This is an optimization exercise on Yosys and OpenROAD, whose aim is small area, not a production implementation.
Only simulation tests tie the RTL to the original design; equivalence was not proved.
Power is estimated from default activity; no workload was simulated.

==> flow/design.v <==
module PAC_MAN(LCD_CLK, RESETN, LCD_DATA, LCD_ENABLE,
       LCD_RW, LCD_RSTN, LCD_CS1, LCD_CS2, LCD_DI,push_0 ,push_1 ,push_4 ,push_7,HIT,point,GENERATOR,ran_data);
	input  LCD_CLK;
	input  RESETN;
	input[1:0] GENERATOR;
	input push_0,push_1,push_4 ,push_7,HIT;
	input [1:0]ran_data;
	output reg [7:0]  LCD_DATA;
	output LCD_ENABLE; 
	output reg LCD_RW;
	output LCD_RSTN;
	output LCD_CS1 ;
	output LCD_CS2 ;
	output reg LCD_DI;
	output reg [15:0]point;
	reg [7:0]  LCD_DATA_NEXT;
	reg LCD_RW_NEXT;
	reg LCD_DI_NEXT;
	reg LCD_CS1_NEXT, LCD_CS1_R;
	reg LCD_CS2_NEXT, LCD_CS2_R;
	reg [2:0]  STATE, STATE_NEXT;
	reg [2:0]  X_PAGE;
	reg [2:0]	X_PAGE_NEXT;
	reg [6:0]  Y, Y_NEXT;
	reg [2:0] IMAGE;
	reg [2:0] IMAGE_NEXT;
	reg [7:0] PATTERN;
	reg [4:0]  INDEX, INDEX_NEXT;
	reg [15:0] PAUSE_TIME, PAUSE_TIME_NEXT;
	reg START, START_NEXT;	
	reg NEW_PAGE, NEW_PAGE_NEXT;
	reg NEW_COL, NEW_COL_NEXT;
	reg [2:0] PAGE_COUNTER, PAGE_COUNTER_NEXT;
	reg [6:0] COL_COUNTER, COL_COUNTER_NEXT;
	reg ENABLE, ENABLE_NEXT;
	reg [6:0]tmp_Y;
	reg SET_R ,SET_L ;
	reg SET_R_NEXT,SET_L_NEXT ;
	reg[2:0] OLD_X;
	reg[2:0] OLD_X_NEXT ;
	reg DRAW_LINE_NEXT,DRAW_LINE;
	reg[15:0] point_next ;
	reg[3:0] counter ,counter_next;
	reg[2:0] NOTE_IMAGE0 ,NOTE_IMAGE1 , NOTE_IMAGE2 ;
	reg[2:0] NOTE_IMAGE3, NOTE_IMAGE4,NOTE_IMAGE5, NOTE_IMAGE6,NOTE_IMAGE7; 
	reg[2:0] NOTE_IMAGE0_NEXT ,NOTE_IMAGE1_NEXT  , NOTE_IMAGE2_NEXT  ;
	reg[2:0] NOTE_IMAGE3_NEXT , NOTE_IMAGE4_NEXT ,NOTE_IMAGE5_NEXT, NOTE_IMAGE6_NEXT,NOTE_IMAGE7_NEXT ;
	reg[2:0] NOTE_X0 ,NOTE_X1 , NOTE_X2 , NOTE_X3 , NOTE_X4 ,NOTE_X5 , NOTE_X6 ,NOTE_X7;
	reg[2:0] NOTE_X0_NEXT ,NOTE_X1_NEXT,NOTE_X2_NEXT,NOTE_X3_NEXT ,NOTE_X4_NEXT ,NOTE_X5_NEXT ,NOTE_X6_NEXT ,NOTE_X7_NEXT;
	reg[6:0] NOTE_Y0 ,NOTE_Y1 , NOTE_Y2 , NOTE_Y3 , NOTE_Y4 ,NOTE_Y5 , NOTE_Y6 ,NOTE_Y7;
	reg[6:0] NOTE_Y0_NEXT ,NOTE_Y1_NEXT , NOTE_Y2_NEXT , NOTE_Y3_NEXT , NOTE_Y4_NEXT ,NOTE_Y5_NEXT , NOTE_Y6_NEXT ,NOTE_Y7_NEXT;
	reg[2:0] tmp;
	reg[2:0] tmp_next;
	reg[1:0] I_valid;
	reg[1:0] I_valid_next;
	wire re_start ,con_one;
	reg NEW_GENERATOR0,
		NEW_GENERATOR1,
		NEW_GENERATOR2,
		NEW_GENERATOR3,
		NEW_GENERATOR4,
		NEW_GENERATOR5,
		NEW_GENERATOR6,
		NEW_GENERATOR7,
		NEW_GENERATOR0_NEXT,
		NEW_GENERATOR1_NEXT,
		NEW_GENERATOR2_NEXT,
		NEW_GENERATOR3_NEXT,
		NEW_GENERATOR4_NEXT,
		NEW_GENERATOR5_NEXT,
		NEW_GENERATOR6_NEXT,
		NEW_GENERATOR7_NEXT;
	parameter Init = 3'd0, Set_StartLine = 3'd1, Clear_Screen = 3'd2, Copy_Image = 3'd3, Pause = 3'd4 , 
		CD = 3'd5 , SET_image = 3'd6 ;
	parameter Delay = 16'hFFBF;
	assign LCD_ENABLE = ENABLE;  
	assign LCD_RSTN = RESETN;
	wire PAUSED_TO_THE_END;
	assign PAUSED_TO_THE_END = (PAUSE_TIME == 0) ? 1 : 0;	
	assign LCD_CS1 = LCD_CS1_R;
	assign LCD_CS2 = LCD_CS2_R;
	assign re_start = 1'b1;
	assign con_one = 2'b01;
	always@(posedge LCD_CLK or negedge RESETN) begin
		if (!RESETN) begin
			STATE    <= Init;
			LCD_CS1_R <= 1'b1;
			LCD_CS2_R <= 1'b1;
			PAUSE_TIME    <= Delay;
			X_PAGE   <= 0;
			Y  <= 0;
			INDEX 	<=  0;
			LCD_DI   <= 0;
			LCD_RW   <= 0;
			IMAGE    <= 6;
			START <= 0;
			NEW_PAGE <= 1'b0;
			NEW_COL <= 1'b0;
			COL_COUNTER <= 0;
			PAGE_COUNTER <= 0;
			ENABLE <= 1'b0;
			SET_R <= 0;
			SET_L <= 0;
			OLD_X <= 0;
			point <= 0;
			counter <= 0;
			tmp <= 0;
			I_valid <=  0;
			NOTE_X0 <= 0;
			NOTE_X1 <= 0;
			NOTE_X2 <= 0;
			NOTE_X3 <= 0;
			NOTE_X4 <= 0;
			NOTE_X5 <= 0;
			NOTE_X6 <= 0;
			NOTE_X7 <= 0;
			NOTE_Y0 <= 0;
			NOTE_Y1 <= 0;
			NOTE_Y2 <= 0;
			NOTE_Y3 <= 0;
			NOTE_Y4 <= 0;
			NOTE_Y5 <= 0;
			NOTE_Y6 <= 0;
			NOTE_Y7 <= 0;
			NEW_GENERATOR0 <= 0;
			NEW_GENERATOR1 <= 0;
			NEW_GENERATOR2 <= 0;
			NEW_GENERATOR3 <= 0;
			NEW_GENERATOR4 <= 0;
			NEW_GENERATOR5 <= 0;
			NEW_GENERATOR6 <= 0;
			NEW_GENERATOR7 <= 0;
			NOTE_IMAGE0 <= 6;
			NOTE_IMAGE1 <= 6;
			NOTE_IMAGE2 <= 6;
			NOTE_IMAGE3 <= 6;
			NOTE_IMAGE4 <= 6;
			NOTE_IMAGE5 <= 6;
			NOTE_IMAGE6 <= 6;
			NOTE_IMAGE7 <= 6;
		end else begin
			STATE    <= STATE_NEXT;
			LCD_CS1_R <= LCD_CS1_NEXT;
			LCD_CS2_R <= LCD_CS2_NEXT;
			PAUSE_TIME    <= PAUSE_TIME_NEXT;
			X_PAGE   <= X_PAGE_NEXT;
			Y  <= Y_NEXT;
			INDEX<= INDEX_NEXT;
			LCD_DI   <= LCD_DI_NEXT;
			LCD_RW   <= LCD_RW_NEXT;
			LCD_DATA <= LCD_DATA_NEXT;
			IMAGE <= IMAGE_NEXT;	
			START <= START_NEXT;	
			NEW_PAGE <= NEW_PAGE_NEXT;
			NEW_COL <= NEW_COL_NEXT;
			COL_COUNTER <= COL_COUNTER_NEXT;
			PAGE_COUNTER <= PAGE_COUNTER_NEXT;
			ENABLE <= ENABLE_NEXT;
			SET_R <= SET_R_NEXT;
			SET_L <= SET_L_NEXT;
			OLD_X <= OLD_X_NEXT;
			DRAW_LINE <= DRAW_LINE_NEXT;
			point <= point_next;
			counter <= counter_next;
			tmp <= tmp_next;
			I_valid <= I_valid_next;
			NOTE_X0 <= NOTE_X0_NEXT;
			NOTE_X1 <= NOTE_X1_NEXT;
			NOTE_X2 <= NOTE_X2_NEXT;
			NOTE_X3 <= NOTE_X3_NEXT;
			NOTE_X4 <= NOTE_X4_NEXT;
			NOTE_X5 <= NOTE_X5_NEXT;
			NOTE_X6 <= NOTE_X6_NEXT;
			NOTE_X7 <= NOTE_X7_NEXT;
			NOTE_Y0 <= NOTE_Y0_NEXT;
			NOTE_Y1 <= NOTE_Y1_NEXT;
			NOTE_Y2 <= NOTE_Y2_NEXT;
			NOTE_Y3 <= NOTE_Y3_NEXT;
			NOTE_Y4 <= NOTE_Y4_NEXT;
			NOTE_Y5 <= NOTE_Y5_NEXT;
			NOTE_Y6 <= NOTE_Y6_NEXT;
			NOTE_Y7 <= NOTE_Y7_NEXT;
			NEW_GENERATOR0 <= NEW_GENERATOR0_NEXT;
			NEW_GENERATOR1 <= NEW_GENERATOR1_NEXT;
			NEW_GENERATOR2 <= NEW_GENERATOR2_NEXT;
			NEW_GENERATOR3 <= NEW_GENERATOR3_NEXT;
			NEW_GENERATOR4 <= NEW_GENERATOR4_NEXT;
			NEW_GENERATOR5 <= NEW_GENERATOR5_NEXT;
			NEW_GENERATOR6 <= NEW_GENERATOR6_NEXT;
			NEW_GENERATOR7 <= NEW_GENERATOR7_NEXT;
			NOTE_IMAGE0 <= NOTE_IMAGE0_NEXT;
			NOTE_IMAGE1 <= NOTE_IMAGE1_NEXT;
			NOTE_IMAGE2 <= NOTE_IMAGE2_NEXT;
			NOTE_IMAGE3 <= NOTE_IMAGE3_NEXT;
			NOTE_IMAGE4 <= NOTE_IMAGE4_NEXT;
			NOTE_IMAGE5 <= NOTE_IMAGE5_NEXT;
			NOTE_IMAGE6 <= NOTE_IMAGE6_NEXT;
			NOTE_IMAGE7 <= NOTE_IMAGE7_NEXT;
		end
	end
	always @(*) begin
		STATE_NEXT  = STATE;
		PAUSE_TIME_NEXT = PAUSE_TIME;
		X_PAGE_NEXT = X_PAGE;
		Y_NEXT = Y;
		INDEX_NEXT = INDEX;
		LCD_DI_NEXT = LCD_DI;
		LCD_RW_NEXT = LCD_RW;
		LCD_DATA_NEXT = LCD_DATA;	
		LCD_CS1_NEXT = LCD_CS1_R;
		LCD_CS2_NEXT = LCD_CS2_R;
		IMAGE_NEXT = IMAGE;
		COL_COUNTER_NEXT = COL_COUNTER; 
		PAGE_COUNTER_NEXT = PAGE_COUNTER;
		START_NEXT =	1'b0;	
		NEW_PAGE_NEXT = 1'b0;
		NEW_COL_NEXT = 1'b0;	
		ENABLE_NEXT = 1'b0;
		SET_R_NEXT = 0;
		SET_L_NEXT = 0;
		OLD_X_NEXT = OLD_X;
		point_next = point;
		DRAW_LINE_NEXT = DRAW_LINE;
		counter_next = counter;
		tmp_next = tmp;
		I_valid_next = I_valid;
		tmp_Y = 7'd0;
		NOTE_X0_NEXT = NOTE_X0;
		NOTE_Y0_NEXT = NOTE_Y0;
		NOTE_IMAGE0_NEXT = NOTE_IMAGE0;
		NEW_GENERATOR0_NEXT = NEW_GENERATOR0;
		NOTE_X1_NEXT = NOTE_X1;
		NOTE_Y1_NEXT = NOTE_Y1;
		NOTE_IMAGE1_NEXT = NOTE_IMAGE1;
		NEW_GENERATOR1_NEXT = NEW_GENERATOR1;
		NOTE_X2_NEXT = NOTE_X2;
		NOTE_Y2_NEXT = NOTE_Y2;
		NOTE_IMAGE2_NEXT = NOTE_IMAGE2;
		NEW_GENERATOR2_NEXT = NEW_GENERATOR2;
		NOTE_X3_NEXT = NOTE_X3;
		NOTE_Y3_NEXT = NOTE_Y3;
		NOTE_IMAGE3_NEXT = NOTE_IMAGE3;
		NEW_GENERATOR3_NEXT = NEW_GENERATOR3;
		NOTE_X4_NEXT = NOTE_X4;
		NOTE_Y4_NEXT = NOTE_Y4;
		NOTE_IMAGE4_NEXT = NOTE_IMAGE4;
		NEW_GENERATOR4_NEXT = NEW_GENERATOR4;
		NOTE_X5_NEXT = NOTE_X5;
		NOTE_Y5_NEXT = NOTE_Y5;
		NOTE_IMAGE5_NEXT = NOTE_IMAGE5;
		NEW_GENERATOR5_NEXT = NEW_GENERATOR5;
		NOTE_X6_NEXT = NOTE_X6;
		NOTE_Y6_NEXT = NOTE_Y6;
		NOTE_IMAGE6_NEXT = NOTE_IMAGE6;
		NEW_GENERATOR6_NEXT = NEW_GENERATOR6;
		NOTE_X7_NEXT = NOTE_X7;
		NOTE_Y7_NEXT = NOTE_Y7;
		NOTE_IMAGE7_NEXT = NOTE_IMAGE7;
		NEW_GENERATOR7_NEXT = NEW_GENERATOR7;
		case(STATE)
			Init: begin   
				STATE_NEXT =  Set_StartLine;
				LCD_CS1_NEXT = 1;
				LCD_CS2_NEXT = 1;
				LCD_DI_NEXT = 1'b0;
				LCD_RW_NEXT = 1'b0;
				LCD_DATA_NEXT = 8'b0011111_1;
				ENABLE_NEXT = 1'b1;
				OLD_X_NEXT = 0;
				I_valid_next = I_valid;
				NOTE_X0_NEXT = NOTE_X0;
				NOTE_X1_NEXT = NOTE_X1 ;
				NOTE_X2_NEXT = NOTE_X2 ;
				NOTE_X3_NEXT = NOTE_X3 ;
				NOTE_X4_NEXT = NOTE_X4 ;
				NOTE_X5_NEXT = NOTE_X5 ;
				NOTE_X6_NEXT = NOTE_X6 ;
				NOTE_X7_NEXT = NOTE_X7 ;
				NOTE_Y0_NEXT = NOTE_Y0 ;
				NOTE_Y1_NEXT = NOTE_Y1 ;
				NOTE_Y2_NEXT = NOTE_Y2 ;
				NOTE_Y3_NEXT = NOTE_Y3 ;
				NOTE_Y4_NEXT = NOTE_Y4 ;
				NOTE_Y5_NEXT = NOTE_Y5 ;
				NOTE_Y6_NEXT = NOTE_Y6 ;
				NOTE_Y7_NEXT = NOTE_Y7 ;
				NEW_GENERATOR0_NEXT = NEW_GENERATOR0 ;
				NEW_GENERATOR1_NEXT = NEW_GENERATOR1 ;
				NEW_GENERATOR2_NEXT = NEW_GENERATOR2 ;
				NEW_GENERATOR3_NEXT = NEW_GENERATOR3 ;
				NEW_GENERATOR4_NEXT = NEW_GENERATOR4 ;
				NEW_GENERATOR5_NEXT = NEW_GENERATOR5 ;
				NEW_GENERATOR6_NEXT = NEW_GENERATOR6 ;
				NEW_GENERATOR7_NEXT = NEW_GENERATOR7 ;
				NOTE_IMAGE0_NEXT = NOTE_IMAGE0 ;
				NOTE_IMAGE1_NEXT = NOTE_IMAGE1 ;
				NOTE_IMAGE2_NEXT = NOTE_IMAGE2 ;
				NOTE_IMAGE3_NEXT = NOTE_IMAGE3 ;
				NOTE_IMAGE4_NEXT = NOTE_IMAGE4 ;
				NOTE_IMAGE5_NEXT = NOTE_IMAGE5 ;
				NOTE_IMAGE6_NEXT = NOTE_IMAGE6 ;
				NOTE_IMAGE7_NEXT = NOTE_IMAGE7 ;
				NOTE_IMAGE7_NEXT = NOTE_IMAGE7 ;
			end
			Set_StartLine: begin  
				STATE_NEXT = Clear_Screen;
				LCD_DI_NEXT = 1'b0;
				LCD_RW_NEXT = 1'b0;
				LCD_DATA_NEXT = 8'b11_000000;  
				ENABLE_NEXT = 1'b1;
				START_NEXT = 1'b1;
			end
			Clear_Screen: begin
				if (START) begin
					LCD_CS1_NEXT = 1;
					LCD_CS2_NEXT = 1;
					NEW_PAGE_NEXT = 1'b1;
					PAGE_COUNTER_NEXT = 0;
					COL_COUNTER_NEXT = 0;
					X_PAGE_NEXT = 0;  
					Y_NEXT = 0;  
				end else	
				if (NEW_PAGE) begin
					if(X_PAGE == 7)begin
						DRAW_LINE_NEXT = 1;
					end
					else DRAW_LINE_NEXT = 0;
					LCD_DI_NEXT = 1'b0;
					LCD_RW_NEXT = 1'd0;
					LCD_DATA_NEXT = {5'b10111, X_PAGE};
					ENABLE_NEXT = 1'b1;
					NEW_COL_NEXT = 1'b1;
				end else if (NEW_COL) begin 
					LCD_DI_NEXT    = 1'b0;
					LCD_RW_NEXT    = 1'd0;
					LCD_DATA_NEXT  = 8'b01_000000;  
					ENABLE_NEXT = 1'b1;
				end else if (COL_COUNTER < 64) begin
					if(DRAW_LINE ==  1)begin
						LCD_DI_NEXT = 1'b1;
						LCD_RW_NEXT = 1'b0;
						LCD_DATA_NEXT = 8'h08;
						ENABLE_NEXT = 1'b1;
						COL_COUNTER_NEXT = COL_COUNTER + 1;
					end
					else begin
						LCD_DI_NEXT    = 1'b1;
						LCD_RW_NEXT    = 1'd0;
						LCD_DATA_NEXT  = 8'b00000000;
						ENABLE_NEXT = 1'b1;
						COL_COUNTER_NEXT = COL_COUNTER + 1;
					end
				end else begin
							if (PAGE_COUNTER == 7) begin  
								STATE_NEXT = SET_image;
							end else begin
								X_PAGE_NEXT  = X_PAGE + 1;
								NEW_PAGE_NEXT = 1'b1;
								PAGE_COUNTER_NEXT = PAGE_COUNTER + 1;
								COL_COUNTER_NEXT = 0;
							end
				end
			end						
			Copy_Image: begin  
				if (START) begin
					if(I_valid == 3)begin
							if(push_0)begin
								if(Y[6:5] ==  0 ) begin	
									if(point_next > 9) point_next=0;
									else point_next = point + 1;
								end					
							end else if(push_1)begin
								if(Y[6:5] ==  1 ) begin	
									if(point_next > 9) point_next=0;
									else point_next = point + 1;
								end
							end else if(push_4)begin
								if(Y[6:5] ==  2  )begin	
									if(point_next > 9) point_next=0;
									else point_next = point + 1;
								end
							end else if(push_7)begin
								if(Y[6:5] ==  3  ) begin	
									if(point_next > 9) point_next=0;
									else point_next = point + 1;
								end								
							end else point_next = point;
					end
					if(I_valid == 0)begin
						X_PAGE_NEXT = 0;
						Y_NEXT = 0 ;
						IMAGE_NEXT = 6;
						STATE_NEXT = SET_image;
					end 
					else begin
						NEW_PAGE_NEXT = 1'b1;
						PAGE_COUNTER_NEXT = 0;
						COL_COUNTER_NEXT = 0;
					end 
				end else if (NEW_PAGE) begin
					tmp_Y = Y+COL_COUNTER;
						if(tmp_Y > 63)begin
							LCD_CS1_NEXT = 0;
							LCD_CS2_NEXT = 1;
						end
						else begin
							LCD_CS1_NEXT = 1;
							LCD_CS2_NEXT = 0;
						end
						LCD_DI_NEXT = 1'b0;
						LCD_RW_NEXT = 1'b0;
						LCD_DATA_NEXT = {5'b10111, X_PAGE}; 
						ENABLE_NEXT = 1'b1;
						NEW_COL_NEXT = 1'b1;
				end else if (NEW_COL) begin
					tmp_Y = Y+COL_COUNTER;
					if(tmp_Y > 63)begin
						LCD_CS1_NEXT = 0;
						LCD_CS2_NEXT = 1;
						LCD_DI_NEXT = 1'b0;
						LCD_RW_NEXT = 1'b0;
						LCD_DATA_NEXT = {2'b01,tmp_Y[5:0]};
						ENABLE_NEXT = 1'b1;
						SET_R_NEXT = 1;
					end
					else begin
						LCD_CS1_NEXT = 1;
						LCD_CS2_NEXT = 0;
						LCD_DI_NEXT = 1'b0;
						LCD_RW_NEXT = 1'b0;
						if(Y > 63) begin
							LCD_DATA_NEXT = {2'b01,tmp_Y[5:0]};
						end
						else LCD_DATA_NEXT = {2'b01,Y[5:0]};
						ENABLE_NEXT = 1'b1;
						SET_L_NEXT = 1;
					end					
				end else if (COL_COUNTER < 16) begin  
					tmp_Y = Y+COL_COUNTER;
					if(tmp_Y > 63)begin
						LCD_CS1_NEXT = 0;
						LCD_CS2_NEXT = 1;
						if(SET_R == 0 && tmp_Y == 64)begin 
							NEW_PAGE_NEXT = 1;						
						end
					end
					else begin
						LCD_CS1_NEXT = 1;
						LCD_CS2_NEXT = 0;
						if(SET_L == 0 && tmp_Y == 0)begin 
							NEW_PAGE_NEXT = 1;								
						end					
					end
					if(NEW_PAGE_NEXT ==0) begin
							LCD_DI_NEXT = 1'b1;
							LCD_RW_NEXT = 1'b0;
							LCD_DATA_NEXT = PATTERN;
							ENABLE_NEXT = 1'b1;
							INDEX_NEXT = INDEX + 1;
							COL_COUNTER_NEXT = COL_COUNTER + 1;
					end
				end else begin 
					if (PAGE_COUNTER == 1) begin  
						STATE_NEXT = SET_image;
					end else begin
						X_PAGE_NEXT = X_PAGE + 1;		
						NEW_PAGE_NEXT = 1'b1;
						PAGE_COUNTER_NEXT = PAGE_COUNTER + 1;
						COL_COUNTER_NEXT = 0;
					end
				end				
			end
			Pause: begin
				if (PAUSED_TO_THE_END) begin
					STATE_NEXT = Clear_Screen;
					START_NEXT = 1'b1;
				end 
				else STATE_NEXT = Pause;
				PAUSE_TIME_NEXT = PAUSE_TIME - 1; 
			end
			CD:begin
						case(tmp)
							3'd0:begin
								if(GENERATOR == 1)begin
									NOTE_X0_NEXT = 0;
									NOTE_Y0_NEXT  = {ran_data , 5'b00101 };
									NOTE_IMAGE0_NEXT = {0,ran_data};
									tmp_next = tmp +1;
									NEW_GENERATOR0_NEXT =1;
								end
								else if(GENERATOR == 2)begin
									NOTE_X0_NEXT = 0;
									NOTE_Y0_NEXT  = {ran_data , 5'b00101 };
									NOTE_IMAGE0_NEXT = {0,ran_data};
									NEW_GENERATOR0_NEXT =1;
									NOTE_X1_NEXT = 0 ;
									NOTE_Y1_NEXT  = {ran_data , 5'b00101 };
									NOTE_IMAGE1_NEXT = {0,ran_data};
									tmp_next = tmp +2;
									NEW_GENERATOR1_NEXT =1;
								end
								else if(GENERATOR == 3)begin
									NOTE_X0_NEXT = 0;
									NOTE_Y0_NEXT  ={ran_data , 5'b00101 };
									NOTE_IMAGE0_NEXT = {0,ran_data};
									NEW_GENERATOR0_NEXT =1;
									NOTE_X1_NEXT = 0 ;
									NOTE_Y1_NEXT  = {ran_data , 5'b00101 };
									NOTE_IMAGE1_NEXT = {0,ran_data};
									NEW_GENERATOR1_NEXT =1;
									NOTE_X2_NEXT = 0 ;
									NOTE_Y2_NEXT  = {ran_data , 5'b00101 };
									NOTE_IMAGE2_NEXT = {0,ran_data};
									tmp_next = tmp +3;
									NEW_GENERATOR2_NEXT =1;
								end
								else begin
									NEW_GENERATOR0_NEXT =0;
								end
							end
							3'd1:begin
								if(GENERATOR == 1)begin
									NOTE_X1_NEXT = 0;
									NOTE_Y1_NEXT  = {ran_data , 5'b00101 };
									NOTE_IMAGE1_NEXT = {0,ran_data};
									tmp_next = tmp +1;
									NEW_GENERATOR1_NEXT =1;
								end
								else if(GENERATOR == 2)begin
									NOTE_X1_NEXT = 0 ;
									NOTE_Y1_NEXT  = {ran_data , 5'b00101 };
									NOTE_IMAGE1_NEXT = {0,ran_data};
									NEW_GENERATOR1_NEXT =1;
									NOTE_X2_NEXT = 0 ;
									NOTE_Y2_NEXT  = {ran_data , 5'b00101 };
									NOTE_IMAGE2_NEXT = {0,ran_data};
									tmp_next = tmp +2;
									NEW_GENERATOR2_NEXT =1;
								end
								else if(GENERATOR == 3)begin
									NOTE_X1_NEXT = 0;
									NOTE_Y1_NEXT  = {ran_data , 5'b00101 };
									NOTE_IMAGE1_NEXT = {0,ran_data};
									NEW_GENERATOR1_NEXT =1;
									NOTE_X2_NEXT = 0;
									NOTE_Y2_NEXT  = {ran_data , 5'b00101 };
									NOTE_IMAGE2_NEXT = {0,ran_data};
									NEW_GENERATOR2_NEXT =1;
									NOTE_X3_NEXT = 0 ;
									NOTE_Y3_NEXT  = {ran_data , 5'b00101 };
									NOTE_IMAGE3_NEXT = {0,ran_data};
									tmp_next = tmp +3;
									NEW_GENERATOR3_NEXT =1;
								end
								else begin
									NEW_GENERATOR1_NEXT =0;
								end
							end
							3'd2:begin
								if(GENERATOR == 1)begin
									NOTE_X2_NEXT = 0 ;
									NOTE_Y2_NEXT  = {ran_data , 5'b00101 };
									NOTE_IMAGE2_NEXT = {0,ran_data};
									tmp_next = tmp +1;
									NEW_GENERATOR2_NEXT =1;
								end
								else if(GENERATOR == 2)begin
									NOTE_X2_NEXT = 0 ;
									NOTE_Y2_NEXT  = {ran_data , 5'b00101 };
									NOTE_IMAGE2_NEXT = {0,ran_data};
									NEW_GENERATOR2_NEXT =1;			
									NOTE_X3_NEXT = 0 ;
									NOTE_Y3_NEXT  = {ran_data , 5'b00101 };
									NOTE_IMAGE3_NEXT = {0,ran_data};
									tmp_next = tmp +2;
									NEW_GENERATOR3_NEXT =1;
								end
								else if(GENERATOR == 3)begin
									NOTE_X2_NEXT = 0;
									NOTE_Y2_NEXT  = {ran_data , 5'b00101 };
									NOTE_IMAGE2_NEXT = {0,ran_data};
									NEW_GENERATOR2_NEXT =1;
									NOTE_X3_NEXT = 0 ;
									NOTE_Y3_NEXT  = {ran_data , 5'b00101 };
									NOTE_IMAGE3_NEXT = {0,ran_data};
									NEW_GENERATOR3_NEXT =1;			
									NOTE_X4_NEXT = 0 ;
									NOTE_Y4_NEXT  = {ran_data , 5'b00101 };
									NOTE_IMAGE4_NEXT = {0,ran_data};
									tmp_next = tmp +3;
									NEW_GENERATOR4_NEXT =1;
								end
								else begin
									NEW_GENERATOR2_NEXT =0;
								end
							end
							3'd3:begin
								if(GENERATOR == 1)begin
									NOTE_X3_NEXT = 0 ;
									NOTE_Y3_NEXT  = {ran_data , 5'b00101 };
									NOTE_IMAGE3_NEXT = {0,ran_data};
									tmp_next = tmp +1;
									NEW_GENERATOR3_NEXT =1;
								end
								else if(GENERATOR == 2)begin
									NOTE_X3_NEXT = 0 ;
									NOTE_Y3_NEXT  = {ran_data , 5'b00101 };
									NOTE_IMAGE3_NEXT = {0,ran_data};
									NEW_GENERATOR3_NEXT =1;
									NOTE_X4_NEXT = 0 ;
									NOTE_Y4_NEXT  = {ran_data , 5'b00101 };
									NOTE_IMAGE4_NEXT = {0,ran_data};
									tmp_next = tmp +2;
									NEW_GENERATOR4_NEXT =1;
								end
								else if(GENERATOR == 3)begin
									NOTE_X3_NEXT = 0;
									NOTE_Y3_NEXT  = {ran_data , 5'b00101 };
									NOTE_IMAGE3_NEXT = {0,ran_data};
									NEW_GENERATOR3_NEXT =1;
									NOTE_X4_NEXT = 0 ;
									NOTE_Y4_NEXT  = {ran_data , 5'b00101 };
									NOTE_IMAGE4_NEXT = {0,ran_data};
									NEW_GENERATOR4_NEXT =1;
									NOTE_X5_NEXT = 0 ;
									NOTE_Y5_NEXT  = {ran_data , 5'b00101 };
									NOTE_IMAGE5_NEXT = {0,ran_data};
									tmp_next = tmp +3;
									NEW_GENERATOR5_NEXT =1;
								end
								else begin
									NEW_GENERATOR3_NEXT =0;
								end
							end
							3'd4:begin
								if(GENERATOR == 1)begin
									NOTE_X4_NEXT = 0 ;
									NOTE_Y4_NEXT  = {ran_data , 5'b00101 };
									NOTE_IMAGE4_NEXT = {0,ran_data};
									tmp_next = tmp +1;
									NEW_GENERATOR4_NEXT =1;
								end
								else if(GENERATOR == 2)begin
									NOTE_X4_NEXT = 0 ;
									NOTE_Y4_NEXT  = {ran_data , 5'b00101 };
									NOTE_IMAGE4_NEXT = {0,ran_data};
									NEW_GENERATOR4_NEXT =1;
									NOTE_X5_NEXT = 0 ;
									NOTE_Y5_NEXT  = {ran_data , 5'b00101 };
									NOTE_IMAGE5_NEXT = {0,ran_data};
									tmp_next = tmp +2;
									NEW_GENERATOR5_NEXT =1;
								end
								else if(GENERATOR == 3)begin
									NOTE_X4_NEXT = 0;
									NOTE_Y4_NEXT  = {ran_data , 5'b00101 };
									NOTE_IMAGE4_NEXT = {0,ran_data};
									NEW_GENERATOR4_NEXT=1;
									NOTE_X5_NEXT = 0 ;
									NOTE_Y5_NEXT  = {ran_data , 5'b00101 };
									NOTE_IMAGE5_NEXT = {0,ran_data};
									NEW_GENERATOR5_NEXT =1;
									NOTE_X6_NEXT = 0 ;
									NOTE_Y6_NEXT  = {ran_data , 5'b00101 };
									NOTE_IMAGE6_NEXT = {0,ran_data};
									tmp_next = tmp +3;
									NEW_GENERATOR6_NEXT =1;
								end
								else begin
									NEW_GENERATOR4_NEXT =0;
								end
							end
							3'd5:begin
								if(GENERATOR == 1)begin
									NOTE_X5_NEXT = 0 ;
									NOTE_Y5_NEXT  = {ran_data , 5'b00101 };
									NOTE_IMAGE5_NEXT = {0,ran_data};
									tmp_next = tmp +1;
									NEW_GENERATOR5_NEXT =1;
								end
								else if(GENERATOR == 2)begin
									NOTE_X5_NEXT = 0 ;
									NOTE_Y5_NEXT  = {ran_data , 5'b00101 };
									NOTE_IMAGE5_NEXT = {0,ran_data};
									NEW_GENERATOR5_NEXT=1;
									NOTE_X6_NEXT = 0 ;
									NOTE_Y6_NEXT  = {ran_data , 5'b00101 };
									NOTE_IMAGE6_NEXT = {0,ran_data};
									tmp_next = tmp +2;
									NEW_GENERATOR6_NEXT =1;
								end
								else if(GENERATOR == 3)begin
									NOTE_X5_NEXT = 0;
									NOTE_Y5_NEXT  = {ran_data , 5'b00101 };
									NOTE_IMAGE5_NEXT = {0,ran_data};
									NEW_GENERATOR5_NEXT =1;
									NOTE_X6_NEXT = 0 ;
									NOTE_Y6_NEXT  = {ran_data , 5'b00101 };
									NOTE_IMAGE6_NEXT = {0,ran_data};
									NEW_GENERATOR6_NEXT =1;
									NOTE_X7_NEXT = 0 ;
									NOTE_Y7_NEXT  = {ran_data , 5'b00101 };
									NOTE_IMAGE7_NEXT = {0,ran_data};
									tmp_next = tmp +3;
									NEW_GENERATOR7_NEXT =1;
								end
								else begin
									NEW_GENERATOR5_NEXT =0;
								end
							end
							3'd6:begin
								if(GENERATOR == 1)begin
									NOTE_X6_NEXT = 0 ;
									NOTE_Y6_NEXT  = {ran_data , 5'b00101 };
									NOTE_IMAGE6_NEXT = {0,ran_data};
									tmp_next = tmp +1;
									NEW_GENERATOR6_NEXT =1;
								end
								else if(GENERATOR == 2)begin
									NOTE_X6_NEXT = 0 ;
									NOTE_Y6_NEXT  = {ran_data , 5'b00101 };
									NOTE_IMAGE6_NEXT = {0,ran_data};
									NEW_GENERATOR6_NEXT =1;
									NOTE_X7_NEXT = 0 ;
									NOTE_Y7_NEXT  = {ran_data , 5'b00101 };
									NOTE_IMAGE7_NEXT = {0,ran_data};
									tmp_next = tmp +2;
									NEW_GENERATOR7_NEXT =1;
								end
								else if(GENERATOR == 3)begin
									NOTE_X6_NEXT = 0;
									NOTE_Y6_NEXT  = {ran_data , 5'b00101 };
									NOTE_IMAGE6_NEXT = {0,ran_data};
									NEW_GENERATOR6_NEXT =1;
									NOTE_X7_NEXT = 0 ;
									NOTE_Y7_NEXT  = {ran_data , 5'b00101 };
									NOTE_IMAGE7_NEXT = {0,ran_data};
									NEW_GENERATOR7_NEXT =1;
									NOTE_X0_NEXT = 0 ;
									NOTE_Y0_NEXT  = {ran_data , 5'b00101 };
									NOTE_IMAGE0_NEXT = {0,ran_data};
									tmp_next = tmp +3;
									NEW_GENERATOR0_NEXT =1;
								end
								else begin
									NEW_GENERATOR6_NEXT =0;
								end
							end
							3'd7:begin
								if(GENERATOR == 1)begin
									NOTE_X7_NEXT = 0 ;
									NOTE_Y7_NEXT  = {ran_data , 5'b00101 };
									NOTE_IMAGE7_NEXT = {0,ran_data};
									tmp_next = tmp +1;
									NEW_GENERATOR7_NEXT =1;
								end
								else if(GENERATOR == 2)begin
									NOTE_X7_NEXT = 0 ;
									NOTE_Y7_NEXT  = {ran_data , 5'b00101 };
									NOTE_IMAGE7_NEXT = {0,ran_data};
									NEW_GENERATOR7_NEXT =1;
									NOTE_X0_NEXT = 0 ;
									NOTE_Y0_NEXT  = {ran_data , 5'b00101 };
									NOTE_IMAGE0_NEXT = {0,ran_data};
									tmp_next = tmp +2;
									NEW_GENERATOR0_NEXT =1;
								end
								else if(GENERATOR == 3)begin
									NOTE_X7_NEXT = 0;
									NOTE_Y7_NEXT  = {ran_data , 5'b00101 };
									NOTE_IMAGE7_NEXT = {0,ran_data};
									NEW_GENERATOR7_NEXT =1;
									NOTE_X0_NEXT = 0 ;
									NOTE_Y0_NEXT  = {ran_data , 5'b00101 };
									NOTE_IMAGE0_NEXT = {0,ran_data};
									NEW_GENERATOR0_NEXT =1;
									NOTE_X1_NEXT = 0 ;
									NOTE_Y1_NEXT  = {ran_data , 5'b00101 };
									NOTE_IMAGE1_NEXT  = {0,ran_data};
									tmp_next = tmp +3;
									NEW_GENERATOR1_NEXT =1;
								end
								else begin
									NEW_GENERATOR7_NEXT =0;
								end
							end
						endcase
					STATE_NEXT =  Pause;
					PAUSE_TIME_NEXT = Delay;
			end
			SET_image: begin
			if(counter > 7 )begin
				X_PAGE_NEXT = 0;
				Y_NEXT = 0 ;
				IMAGE_NEXT = 6;
				STATE_NEXT = CD;
				counter_next = 0;
				I_valid_next = 0;
			end
			else begin
				case(counter) 
							4'd0:begin
								if(NEW_GENERATOR0 == 1)begin  
									X_PAGE_NEXT = NOTE_X0;
									Y_NEXT = NOTE_Y0 ;
									IMAGE_NEXT = NOTE_IMAGE0;
									NOTE_X0_NEXT =2;
									NOTE_IMAGE0_NEXT = NOTE_IMAGE0;
									I_valid_next = con_one;
									NEW_GENERATOR0_NEXT = 0;
								end
								else begin
									if(NOTE_IMAGE0 == 6)begin
										X_PAGE_NEXT = 0;
										Y_NEXT = NOTE_Y0 ;
										IMAGE_NEXT = 6 ;
										NOTE_X0_NEXT = 0;
										NOTE_IMAGE0_NEXT = 6;
										I_valid_next = 0;
									end
									else begin
										X_PAGE_NEXT = NOTE_X0;
										Y_NEXT = NOTE_Y0 ;
										IMAGE_NEXT = NOTE_IMAGE0;
										if(NOTE_X0 == 6 )begin   
											NOTE_X0_NEXT = 0;
											NOTE_IMAGE0_NEXT = 6;
											I_valid_next = 3;
										end
										else if(NOTE_X0 == 4)begin 
											NOTE_X0_NEXT = 6;
											NOTE_IMAGE0_NEXT = NOTE_IMAGE0;
											I_valid_next = con_one;
										end
										else begin
											NOTE_X0_NEXT = 4;
											NOTE_IMAGE0_NEXT = NOTE_IMAGE0;
											I_valid_next = con_one;
										end	
									end
								end
							end
							4'd1:begin
								if(NEW_GENERATOR1 == 1)begin  
									X_PAGE_NEXT = NOTE_X1;
									Y_NEXT = NOTE_Y1 ;
									IMAGE_NEXT = NOTE_IMAGE1;
									NOTE_X1_NEXT = 2;
									NOTE_IMAGE1_NEXT = NOTE_IMAGE1;
									I_valid_next = con_one;
									NEW_GENERATOR1_NEXT = 0;				
								end
								else begin
									if(NOTE_IMAGE1 == 6)begin  
										X_PAGE_NEXT = 0;
										Y_NEXT = NOTE_Y1 ;
										IMAGE_NEXT = 6 ;
										NOTE_X1_NEXT = 0;
										NOTE_IMAGE1_NEXT = 6;
										I_valid_next = 0;
									end
									else begin
										X_PAGE_NEXT = NOTE_X1;
											Y_NEXT = NOTE_Y1 ;
											IMAGE_NEXT =  NOTE_IMAGE1 ;
										if(NOTE_X1 == 6 )begin  
											NOTE_X1_NEXT = 0;
											NOTE_IMAGE1_NEXT = 6;
											I_valid_next = 3;
										end
										else if(NOTE_X1 == 4 ) begin
											NOTE_X1_NEXT = 6;
											NOTE_IMAGE1_NEXT = NOTE_IMAGE1;
											I_valid_next = con_one;
										end	
										else begin
											NOTE_X1_NEXT = 4;
											NOTE_IMAGE1_NEXT = NOTE_IMAGE1;
											I_valid_next = con_one;
										end	
									end
								end
							end
							4'd2:begin
								if(NEW_GENERATOR2 == 1)begin  
									X_PAGE_NEXT = NOTE_X2;
									Y_NEXT = NOTE_Y2 ;
									IMAGE_NEXT = NOTE_IMAGE2;
									NOTE_X2_NEXT = 2;
									NOTE_IMAGE2_NEXT = NOTE_IMAGE2;
									I_valid_next = con_one;
									NEW_GENERATOR2_NEXT = 0;	
								end
								else begin
									if(NOTE_IMAGE2 == 6)begin
										X_PAGE_NEXT = 0;
										Y_NEXT = NOTE_Y2 ;
										IMAGE_NEXT = 6 ;
										NOTE_X2_NEXT = 0;
										NOTE_IMAGE2_NEXT = 6;
										I_valid_next = 0;
									end
									else begin
										X_PAGE_NEXT = NOTE_X2;
											Y_NEXT = NOTE_Y2 ;
											IMAGE_NEXT = NOTE_IMAGE2 ;
										if(NOTE_X2 == 6 )begin   
											NOTE_X2_NEXT = 0;
											NOTE_IMAGE2_NEXT = 6;
											I_valid_next = 3;
										end
										else if(NOTE_X2 == 4 )begin
											NOTE_X2_NEXT = 6;
											NOTE_IMAGE2_NEXT = NOTE_IMAGE2;
											I_valid_next = con_one;
										end	
										else begin
											NOTE_X2_NEXT = 4;
											NOTE_IMAGE2_NEXT = NOTE_IMAGE2;
											I_valid_next = con_one;
										end	
									end
								end
							end
							4'd3:begin
								if(NEW_GENERATOR3 == 1)begin  
									X_PAGE_NEXT = NOTE_X3;
									Y_NEXT = NOTE_Y3 ;
									IMAGE_NEXT = NOTE_IMAGE3;
									NOTE_X3_NEXT = 2 ;
									NOTE_IMAGE3_NEXT = NOTE_IMAGE3;
									I_valid_next = con_one;
									NEW_GENERATOR3_NEXT = 0;
								end
								else begin
									if(NOTE_IMAGE3 == 6)begin
										X_PAGE_NEXT = 0;
										Y_NEXT = NOTE_Y3 ;
										IMAGE_NEXT = 6 ;
										NOTE_X3_NEXT = 0;
										NOTE_IMAGE3_NEXT = 6;
										I_valid_next = 0;
									end
									else begin
										X_PAGE_NEXT = NOTE_X3;
											Y_NEXT = NOTE_Y3 ;
											IMAGE_NEXT = NOTE_IMAGE3 ;
										if(NOTE_X3 == 6 )begin   
											NOTE_X3_NEXT =  NOTE_X3 +2;
											NOTE_IMAGE3_NEXT = 6;
											I_valid_next = 3;
										end
										else if(NOTE_X3 == 4)begin
											NOTE_X3_NEXT = 6;
											NOTE_IMAGE3_NEXT = NOTE_IMAGE3;
											I_valid_next =con_one;
										end	
										else begin
											NOTE_X3_NEXT = 4;
											NOTE_IMAGE3_NEXT = NOTE_IMAGE3;
											I_valid_next = con_one;
										end	
									end
								end
							end
							4'd4:begin
								if(NEW_GENERATOR4 == 1)begin  
									X_PAGE_NEXT = NOTE_X4;
									Y_NEXT = NOTE_Y4 ;
									IMAGE_NEXT = NOTE_IMAGE4;
									NOTE_X4_NEXT = 2 ;
									NOTE_IMAGE4_NEXT = NOTE_IMAGE4;
									I_valid_next = con_one;
									NEW_GENERATOR4_NEXT = 0;
								end
								else begin
									if(NOTE_IMAGE4 == 6)begin 
										X_PAGE_NEXT = 0;
										Y_NEXT = NOTE_Y4 ;
										IMAGE_NEXT = 6 ;
										NOTE_X4_NEXT = 0;
										NOTE_IMAGE4_NEXT = 6;
										I_valid_next = 0;
									end
									else begin
									X_PAGE_NEXT = NOTE_X4;
											Y_NEXT = NOTE_Y4 ;
											IMAGE_NEXT = NOTE_IMAGE4 ;
										if(NOTE_X4 == 6 )begin   
											NOTE_X4_NEXT = 0;
											NOTE_IMAGE4_NEXT = 6;
											I_valid_next = 3;
										end
										else if(NOTE_X4 == 4 )begin
											NOTE_X4_NEXT = 6;
											NOTE_IMAGE4_NEXT = NOTE_IMAGE4;
											I_valid_next = con_one;
										end
										else begin
											NOTE_X4_NEXT = 4;
											NOTE_IMAGE4_NEXT = NOTE_IMAGE4;
											I_valid_next = con_one;
										end	
									end
								end
							end
							4'd5:begin
								if(NEW_GENERATOR5 == 1)begin  
									X_PAGE_NEXT = NOTE_X5;
									Y_NEXT = NOTE_Y5 ;
									IMAGE_NEXT = NOTE_IMAGE5;
									NOTE_X5_NEXT = 2;
									NOTE_IMAGE5_NEXT = NOTE_IMAGE5;
									I_valid_next = con_one;
									NEW_GENERATOR5_NEXT = 0;
								end
								else begin
									if(NOTE_IMAGE5 == 6)begin 
										X_PAGE_NEXT = 0;
										Y_NEXT = NOTE_Y5 ;
										IMAGE_NEXT = 6 ;
										NOTE_X5_NEXT = 0;
										NOTE_IMAGE5_NEXT = 6;
										I_valid_next = 0;
									end
									else begin
									X_PAGE_NEXT = NOTE_X5;
											Y_NEXT = NOTE_Y5 ;
											IMAGE_NEXT = NOTE_IMAGE5 ;
										if(NOTE_X5 == 6 )begin   
											NOTE_X5_NEXT = 0;
											NOTE_IMAGE5_NEXT = 6;
											I_valid_next = 3;
										end
										else if(NOTE_X5 == 4 )begin
											NOTE_X5_NEXT = 6;
											NOTE_IMAGE5_NEXT = NOTE_IMAGE5;
											I_valid_next =con_one;
										end
										else begin
											NOTE_X5_NEXT = 4;
											NOTE_IMAGE5_NEXT = NOTE_IMAGE5;
											I_valid_next = con_one;
										end	
									end
								end
							end
							4'd6:begin
								if(NEW_GENERATOR6 == 1)begin  
									X_PAGE_NEXT = NOTE_X6;
									Y_NEXT = NOTE_Y6;
									IMAGE_NEXT = NOTE_IMAGE6;
									NOTE_X6_NEXT = 2;
									NOTE_IMAGE6_NEXT = NOTE_IMAGE6;
									I_valid_next = con_one;
									NEW_GENERATOR6_NEXT = 0;	
								end
								else begin
									if(NOTE_IMAGE6 == 6)begin
										X_PAGE_NEXT = 0;
										Y_NEXT = NOTE_Y6 ;
										IMAGE_NEXT = 6 ;
										NOTE_X6_NEXT = 0;
										NOTE_IMAGE6_NEXT = 6;
										I_valid_next = 0;
									end
									else begin
										X_PAGE_NEXT = NOTE_X6;
											Y_NEXT = NOTE_Y6 ;
											IMAGE_NEXT = NOTE_IMAGE6 ;
										if(NOTE_X6 == 6 )begin   
											NOTE_X6_NEXT = 0 ;
											NOTE_IMAGE6_NEXT = 6;
											I_valid_next = 3;
										end
										else if(NOTE_X6 == 4 )begin
											NOTE_X6_NEXT = 6;
											NOTE_IMAGE6_NEXT = NOTE_IMAGE6;
											I_valid_next = con_one;
										end	
										else begin
											NOTE_X6_NEXT =4;
											NOTE_IMAGE6_NEXT = NOTE_IMAGE6;
											I_valid_next = con_one;
										end	
									end
								end
							end
							4'd7:begin
								if(NEW_GENERATOR7 == 1)begin  
									X_PAGE_NEXT = NOTE_X7;
									Y_NEXT = NOTE_Y7 ;
									IMAGE_NEXT = NOTE_IMAGE7;
									NOTE_X7_NEXT = 2 ;
									NOTE_IMAGE7_NEXT = NOTE_IMAGE7;
									I_valid_next = con_one;
									NEW_GENERATOR7_NEXT = 0;
								end
								else begin
									if(NOTE_IMAGE7 == 6)begin
										X_PAGE_NEXT = 0;
										Y_NEXT = NOTE_Y7 ;
										IMAGE_NEXT = 6 ;
										NOTE_X7_NEXT = 0;
										NOTE_IMAGE7_NEXT = 6;
										I_valid_next = 0;
									end
									else begin
									X_PAGE_NEXT = NOTE_X7;
											Y_NEXT = NOTE_Y7 ;
											IMAGE_NEXT = NOTE_IMAGE7 ;
										if(NOTE_X7 == 6 )begin   
											NOTE_X7_NEXT = 0;
											NOTE_IMAGE7_NEXT = 6;
											I_valid_next = 3;
										end
										else if(NOTE_X7 == 4 )begin
											NOTE_X7_NEXT = 6;
											NOTE_IMAGE7_NEXT = NOTE_IMAGE7;
											I_valid_next = con_one;
										end	
										else begin
											NOTE_X7_NEXT = 4;
											NOTE_IMAGE7_NEXT = NOTE_IMAGE7;
											I_valid_next = con_one;
										end	
									end
								end
							end
							default:begin
								X_PAGE_NEXT = 0;
								Y_NEXT = 0 ;
								IMAGE_NEXT = 6;
								I_valid_next = 0;
							end
						endcase
						counter_next = counter +1;
						STATE_NEXT = Copy_Image;
						START_NEXT = re_start;
					end
			end
			default: STATE_NEXT = Init;
		endcase
    end
  always @(*)begin
	case (IMAGE)
		3'b000:	 
			case (INDEX)
			  8'h00  :  PATTERN = 8'h00;  
			  8'h01  :  PATTERN = 8'h00;
			  8'h02  :  PATTERN = 8'h00;
			  8'h03  :  PATTERN = 8'h00;
			  8'h04  :  PATTERN = 8'h00;
			  8'h05  :  PATTERN = 8'h00;
			  8'h06  :  PATTERN = 8'h00;
			  8'h07  :  PATTERN = 8'h00;    
			  8'h08  :  PATTERN = 8'h00; 
			  8'h09  :  PATTERN = 8'hFE;
			  8'h0A  :  PATTERN = 8'h36;
			  8'h0B  :  PATTERN = 8'h24;
			  8'h0C  :  PATTERN = 8'h48;
			  8'h0D  :  PATTERN = 8'h90;
			  8'h0E  :  PATTERN = 8'hA0;
			  8'h0F  :  PATTERN = 8'h00;
			  8'h10  :  PATTERN = 8'h00;  
			  8'h11  :  PATTERN = 8'h38;
			  8'h12  :  PATTERN = 8'h7C;
			  8'h13  :  PATTERN = 8'h7C;
			  8'h14  :  PATTERN = 8'h7C;
			  8'h15  :  PATTERN = 8'h7C;
			  8'h16  :  PATTERN = 8'h7C;
			  8'h17  :  PATTERN = 8'h7C;  
			  8'h18  :  PATTERN = 8'h7C; 
			  8'h19  :  PATTERN = 8'h3F;
			  8'h1A  :  PATTERN = 8'h00;
			  8'h1B  :  PATTERN = 8'h00;
			  8'h1C  :  PATTERN = 8'h00;
			  8'h1D  :  PATTERN = 8'h00;
			  8'h1E  :  PATTERN = 8'h09;
			  8'h1F  :  PATTERN = 8'h00; 			  
			endcase
		3'b001:	 
			case (INDEX)
			  8'h00  :  PATTERN = 8'h00;  
			  8'h01  :  PATTERN = 8'h38;
			  8'h02  :  PATTERN = 8'h60;
			  8'h03  :  PATTERN = 8'hF0;
			  8'h04  :  PATTERN = 8'hF8;
			  8'h05  :  PATTERN = 8'hF8;
			  8'h06  :  PATTERN = 8'hD4;
			  8'h07  :  PATTERN = 8'h94;  
			  8'h08  :  PATTERN = 8'h9C; 
			  8'h09  :  PATTERN = 8'h94;
			  8'h0A  :  PATTERN = 8'hD4;
			  8'h0B  :  PATTERN = 8'hFC;
			  8'h0C  :  PATTERN = 8'hF8;
			  8'h0D  :  PATTERN = 8'hF0;
			  8'h0E  :  PATTERN = 8'h60;
			  8'h0F  :  PATTERN = 8'h00;
			  8'h10  :  PATTERN = 8'h00;  
			  8'h11  :  PATTERN = 8'h00;
			  8'h12  :  PATTERN = 8'h00;
			  8'h13  :  PATTERN = 8'h00;
			  8'h14  :  PATTERN = 8'h01;
			  8'h15  :  PATTERN = 8'h0F;
			  8'h16  :  PATTERN = 8'h3F;
			  8'h17  :  PATTERN = 8'h7F;  
			  8'h18  :  PATTERN = 8'h3F; 
			  8'h19  :  PATTERN = 8'h7F;
			  8'h1A  :  PATTERN = 8'h1F;
			  8'h1B  :  PATTERN = 8'h0F;
			  8'h1C  :  PATTERN = 8'h03;
			  8'h1D  :  PATTERN = 8'h06;
			  8'h1E  :  PATTERN = 8'h78;
			  8'h1F  :  PATTERN = 8'h00; 			  
			endcase 
		3'b010:	 
			case (INDEX)
			  8'h00  :  PATTERN = 8'h00;  
			  8'h01  :  PATTERN = 8'hE0;
			  8'h02  :  PATTERN = 8'hF8;
			  8'h03  :  PATTERN = 8'hFC;
			  8'h04  :  PATTERN = 8'hFC;
			  8'h05  :  PATTERN = 8'hFE;
			  8'h06  :  PATTERN = 8'hFE;
			  8'h07  :  PATTERN = 8'hFE;  
			  8'h08  :  PATTERN = 8'h76; 
			  8'h09  :  PATTERN = 8'h62; 
			  8'h0A  :  PATTERN = 8'h76; 
			  8'h0B  :  PATTERN = 8'h7C;
			  8'h0C  :  PATTERN = 8'h3C;
			  8'h0D  :  PATTERN = 8'h38;
			  8'h0E  :  PATTERN = 8'h20;
			  8'h0F  :  PATTERN = 8'h00;
			  8'h10  :  PATTERN = 8'h00;  
			  8'h11  :  PATTERN = 8'h03;
			  8'h12  :  PATTERN = 8'h0F;
			  8'h13  :  PATTERN = 8'h1F;
			  8'h14  :  PATTERN = 8'h1F;
			  8'h15  :  PATTERN = 8'h3F;
			  8'h16  :  PATTERN = 8'h3F;
			  8'h17  :  PATTERN = 8'h3F;  
			  8'h18  :  PATTERN = 8'h3F; 
			  8'h19  :  PATTERN = 8'h3F;
			  8'h1A  :  PATTERN = 8'h3F;
			  8'h1B  :  PATTERN = 8'h1F;
			  8'h1C  :  PATTERN = 8'h1E;
			  8'h1D  :  PATTERN = 8'h0E;
			  8'h1E  :  PATTERN = 8'h02;
			  8'h1F  :  PATTERN = 8'h00; 			  
			endcase 
		3'b011:	 
			case (INDEX)
			  8'h00  :  PATTERN = 8'h00;  
			  8'h01  :  PATTERN = 8'h00;
			  8'h02  :  PATTERN = 8'h00;
			  8'h03  :  PATTERN = 8'h00;
			  8'h04  :  PATTERN = 8'h00;
			  8'h05  :  PATTERN = 8'h00;
			  8'h06  :  PATTERN = 8'h00;
			  8'h07  :  PATTERN = 8'h00;    
			  8'h08  :  PATTERN = 8'h00; 
			  8'h09  :  PATTERN = 8'hFE;
			  8'h0A  :  PATTERN = 8'h36;
			  8'h0B  :  PATTERN = 8'h24;
			  8'h0C  :  PATTERN = 8'h48;
			  8'h0D  :  PATTERN = 8'h90;
			  8'h0E  :  PATTERN = 8'hA0;
			  8'h0F  :  PATTERN = 8'h00;
			  8'h10  :  PATTERN = 8'h00;  
			  8'h11  :  PATTERN = 8'h38;
			  8'h12  :  PATTERN = 8'h7C;
			  8'h13  :  PATTERN = 8'h7C;
			  8'h14  :  PATTERN = 8'h7C;
			  8'h15  :  PATTERN = 8'h7C;
			  8'h16  :  PATTERN = 8'h7C;
			  8'h17  :  PATTERN = 8'h7C;  
			  8'h18  :  PATTERN = 8'h7C; 
			  8'h19  :  PATTERN = 8'h3F;
			  8'h1A  :  PATTERN = 8'h00;
			  8'h1B  :  PATTERN = 8'h00;
			  8'h1C  :  PATTERN = 8'h00;
			  8'h1D  :  PATTERN = 8'h00;
			  8'h1E  :  PATTERN = 8'h09;
			  8'h1F  :  PATTERN = 8'h00; 			  
			endcase
		default:	
			case (INDEX)
			  default  :  PATTERN = 8'h00;  
			endcase
	endcase	
  end
endmodule 
==> flow/run.sh <==
#!/bin/bash
# synth_recipe.tcl (not shown) runs the flow's synth.tcl, then flattens the netlist and writes it again
# the make line also repeats each setting of config.mk as NAME=value (left out here)
make -C /OpenROAD-flow-scripts/flow DESIGN_CONFIG=/design/flow/config.mk WORK_HOME=/design/flow/orfs CLKGATE_MAP_FILE= SYNTH_SCRIPT=/design/flow/synth_recipe.tcl finish
==> flow/config.mk <==
export PLATFORM = sky130hd
export DESIGN_NAME = PAC_MAN
export DESIGN_NICKNAME = PAC_MAN
export VERILOG_FILES = /design/flow/design.v
export SDC_FILE = /design/flow/constraint.sdc
export NUM_CORES = 4
export LEC_CHECK = 0
export CAP_MARGIN = 20
export CORE_MARGIN = 2
export CORE_UTILIZATION = 40
export PLACE_DENSITY = 0.6
export SLEW_MARGIN = 20
==> flow/constraint.sdc <==
create_clock -name core_clock -period 10.0 [get_ports {LCD_CLK}]
set_input_delay 2.0000 -clock core_clock [delete_from_list [all_inputs] [get_ports {LCD_CLK}]]
set_output_delay 2.0000 -clock core_clock [all_outputs]
set_load 0.01 [all_outputs]
==> flow_summary.json <==
{
  "status": "finished clean",
  "ios": 41,
  "cts_root_buf": "clkbuf_16",
  "drt-pass1-iter-count": 6,
  "drtIter0Drc": 1277,
  "yosys.cell_types.count": 89,
  "final_nets": 1609,
  "async_flop_share_pct": 95.54,
  "diodes": 0,
  "die-area_sq_mm": 0.03527,
  "area_growth_pct": 11.97,
  "slowest_delay_ns": 0.65,
  "wl_mm": 42.36,
  "tightestPinTransition_ns": 1.060,
  "ys_ff_latch": 202,
  "fin_area_sq_mm": 0.01513,
  "cts_hold_buf": 0,
  "rows": 67,
  "yosysSeqAreaShare_pct": 38.07,
  "ir_drop_uv": 106.3,
  "clockBufferDepth": 3,
  "synth_edf_count": 9,
  "worst_slack_ns": 4.865,
  "overflow": 0,
  "met3WireLength_mm": 2.471,
  "fin_crit_sh_pct": 51.35,
  "setup-violations-final": 0,
  "p_per_area_mw_per_mm2": 126.7,
  "drc": 0,
  "hold_path_class": "flip-flop to flip-flop",
  "place_congestion": 0.9327,
  "grt_max_degree": 73,
  "worst_setup_path_end_kind": "output pin",
  "synth_ff_type": "dfrtp_1",
  "io_buffer_count": 38,
  "reg2regPathDepth": 8,
  "route.met2.wl_mm": 19.09,
  "grtUsageTotal_pct": 23.66,
  "cts_tree": "done",
  "crit_slowest_cell": "clkdlybuf4s50_1",
  "coreArea_sq_mm": 0.03336,
  "min_path_cells": 1,
  "layout_common_cells": "158 x dfrtp_1, 136 x a21oi_1, 125 x nor2_1",
  "cts_buffers": 25,
  "critPathRequiredTime_ns": 8.00,
  "initial_utilization_pct": 40.50,
  "grt_pass1_wl_mm": 66.89,
  "max-cap-violations": 0,
  "die_w_microns": 187.8,
  "antenna_found_initial": 0,
  "synth.cell_area_sq_mm": 0.01351,
  "clock-sinks": 202,
  "netlist_instances": 1580,
  "fmax_mhz": 194.7,
  "clk_latency_ns": 0.53,
  "r2r_slack_ns": 6.13,
  "cp_num_buf_inv": 2,
  "slew_headroom_pct": 29.12,
  "arrival_ns": 3.13,
  "worst-path-stages": 2,
  "leakagePower_uw": 0.006223,
  "path_clk_slew_ns": 0.06,
  "path_class": "primary input to output pin",
  "min_period_ns": 5.135,
  "final_antenna_net_count": 0,
  "skew_ns": 0.01994,
  "path_cells": "clkbuf_8 > clkdlybuf4s50_1",
  "avgSynthCellArea_sq_um": 8.552,
  "finalSetupTns_ns": 0,
  "finalMaxSlewViolations": 0,
  "cts_max_level": 1,
  "critPathLaunchType": "primary input",
  "rsz0062_at_grt": "false",
  "via_per_inst": 6.186,
  "fin_util_pct": 45.35,
  "cts.repair.resized": 0,
  "hpwl_mm": 29.50,
  "crit_family": "buffers and inverters",
  "critPathMaxFanout": 69,
  "grt_pass1_vias": 11731,
  "drive_gt1_share_pct": 10.10,
  "routedWlPerCell_microns": 20.95,
  "yosys_warnings": 1,
  "topRoutingLayerUsed": "met4",
  "dp_slack_ns": 4.714,
  "finalHoldViolations": 0,
  "vias": 12509,
  "chipHeight_microns": 187.8,
  "post_cts_buffers": 0,
  "synth_fp_nets": 1633,
  "final_common_cell": "dfrtp_1",
  "wl_met1_mm": 18.93,
  "placedInstanceArea_sq_mm": 0.01421
}
## metal layers
metal,up-vias,track usage [%]
met1,6093,33.20
met3,117,3.069
li1,5827,-
met4,0,9.843
met5,-,0
met2,472,36.87
## cell usage after synthesis, drive strengths merged, types with 16 or more instances
cell type / number / share of area (%)
dfrtp: 158 / 29
a21oi: 136 / 5.0
nor2: 125 / 3.5
nand2: 123 / 3.4
o21ai: 117 / 4.3
clkbuf: 92 / 2.6
inv: 51 / 1.4
a22oi: 47 / 2.6
nor3: 44 / 1.7
ha: 41 / 3.8
nand2b: 37 / 1.7
nand3: 36 / 1.3
dfstp: 35 / 6.8
and2: 32 / 1.5
nor2b: 32 / 1.5
o21a: 30 / 1.7
a22o: 28 / 1.8
buf: 20 / 0.69
mux2: 20 / 1.7
a31oi: 17 / 0.79
nor3b: 17 / 0.94
nand3b: 16 / 0.89
nand4: 16 / 0.74
o211ai: 16 / 0.89
## metrics by stage
stage          instances  hold slack [ns]  power, uW
3_3_place_gp        1977           0.4533      924.0
3_5_place_dp        1977           0.4602      924.9
2_1_floorplan       1580           0.4356      888.2
4_1_cts             2022           0.4747       1933
5_1_grt             2022           0.5042       1978
6_report            2022           0.4674       1917
## where the power goes
| part | switching (uW) | total [uW] | internal, uW |
|---|---|---|---|
| Clock | 369 | 1010 | 638 |
| Combinational | 53.1 | 75.8 | 22.7 |
| Sequential | 6.18 | 835 | 829 |
| Total | 428 | 1920 | 1490 |
## worst paths after layout
| kind | startpoint | to |
|---|---|---|
| setup reg to reg | tmp[1] | NOTE_X2[2] |
| hold reg to reg | NOTE_Y2[0] | NOTE_Y2[0] |
| min in group asynchronous | RESETN | INDEX[0] |
| hold / removal | NOTE_Y2[0] | NOTE_Y2[0] |
| setup / recovery | RESETN | LCD_RSTN |
| max in group asynchronous | RESETN | NOTE_Y0[1] |
## kinds of logic after synthesis
group	Yosys count	share of synthesized area [%]
AO/OA/AOI/OAI	563	28.08
AND/OR/NAND/NOR	556	21.40
flip-flops	202	38.07
buffers and inverters	166	4.750
adder cells (fa/ha/maj)	44	4.093
multiplexers	31	2.482
XOR/XNOR	17	1.102
other	1	0.02775
## sequential cells by signal, summed over array words and instances (netlist names), 5 cells and up
name         count
NOTE_Y2          7
NOTE_Y3          7
NOTE_Y5          7
NOTE_Y7          7
INDEX            5
point           16
NOTE_Y4          7
LCD_DATA         8
Y                7
NOTE_Y1          7
COL_COUNTER      7
NOTE_Y6          7
NOTE_Y0          7
PAUSE_TIME      16
## final cells by class
type                            instances  area, sq um
Clock inverter                          9        172.7
Tap cell                              448        560.5
Sequential cell                       202         5144
Inverter                               54        202.7
Multi-Input combinational cell       1212         7761
Timing Repair Buffer                   61        551.8
Fill cell                            3345        18240
Clock buffer                           36        737.0

what the ideal ports hide:
In the flow no input, the clock included, has a driving cell. The finished layout below was timed again as built, in two steps.
Step 1 (the two cells are an assumption about what drives the block):
set clk [get_ports {LCD_CLK}]
set_driving_cell -lib_cell sky130_fd_sc_hd__clkbuf_16 $clk
set_driving_cell -lib_cell sky130_fd_sc_hd__buf_2 [delete_from_list [all_inputs] $clk]
Step 2 moves the port delays by t, midway between the first and last clock arrival at a register: inputs arrive t later, outputs are due t later. That takes back most of the time a late clock gives input paths.
a / b / c = ideal / step 1 / step 2; a / b = the first two.
shift t [ns]: 0.575
slack for setup (ns): 4.865 / 4.827 / 4.575
worst hold slack (ns): 0.467 / 0.467 / 0.467
clock arrival spread, ns: 0.021 / 0.020
After both steps setup and hold are still met in this run. The setup slack of this run moves by -0.038 ns with the drivers and by -0.290 ns with both steps.
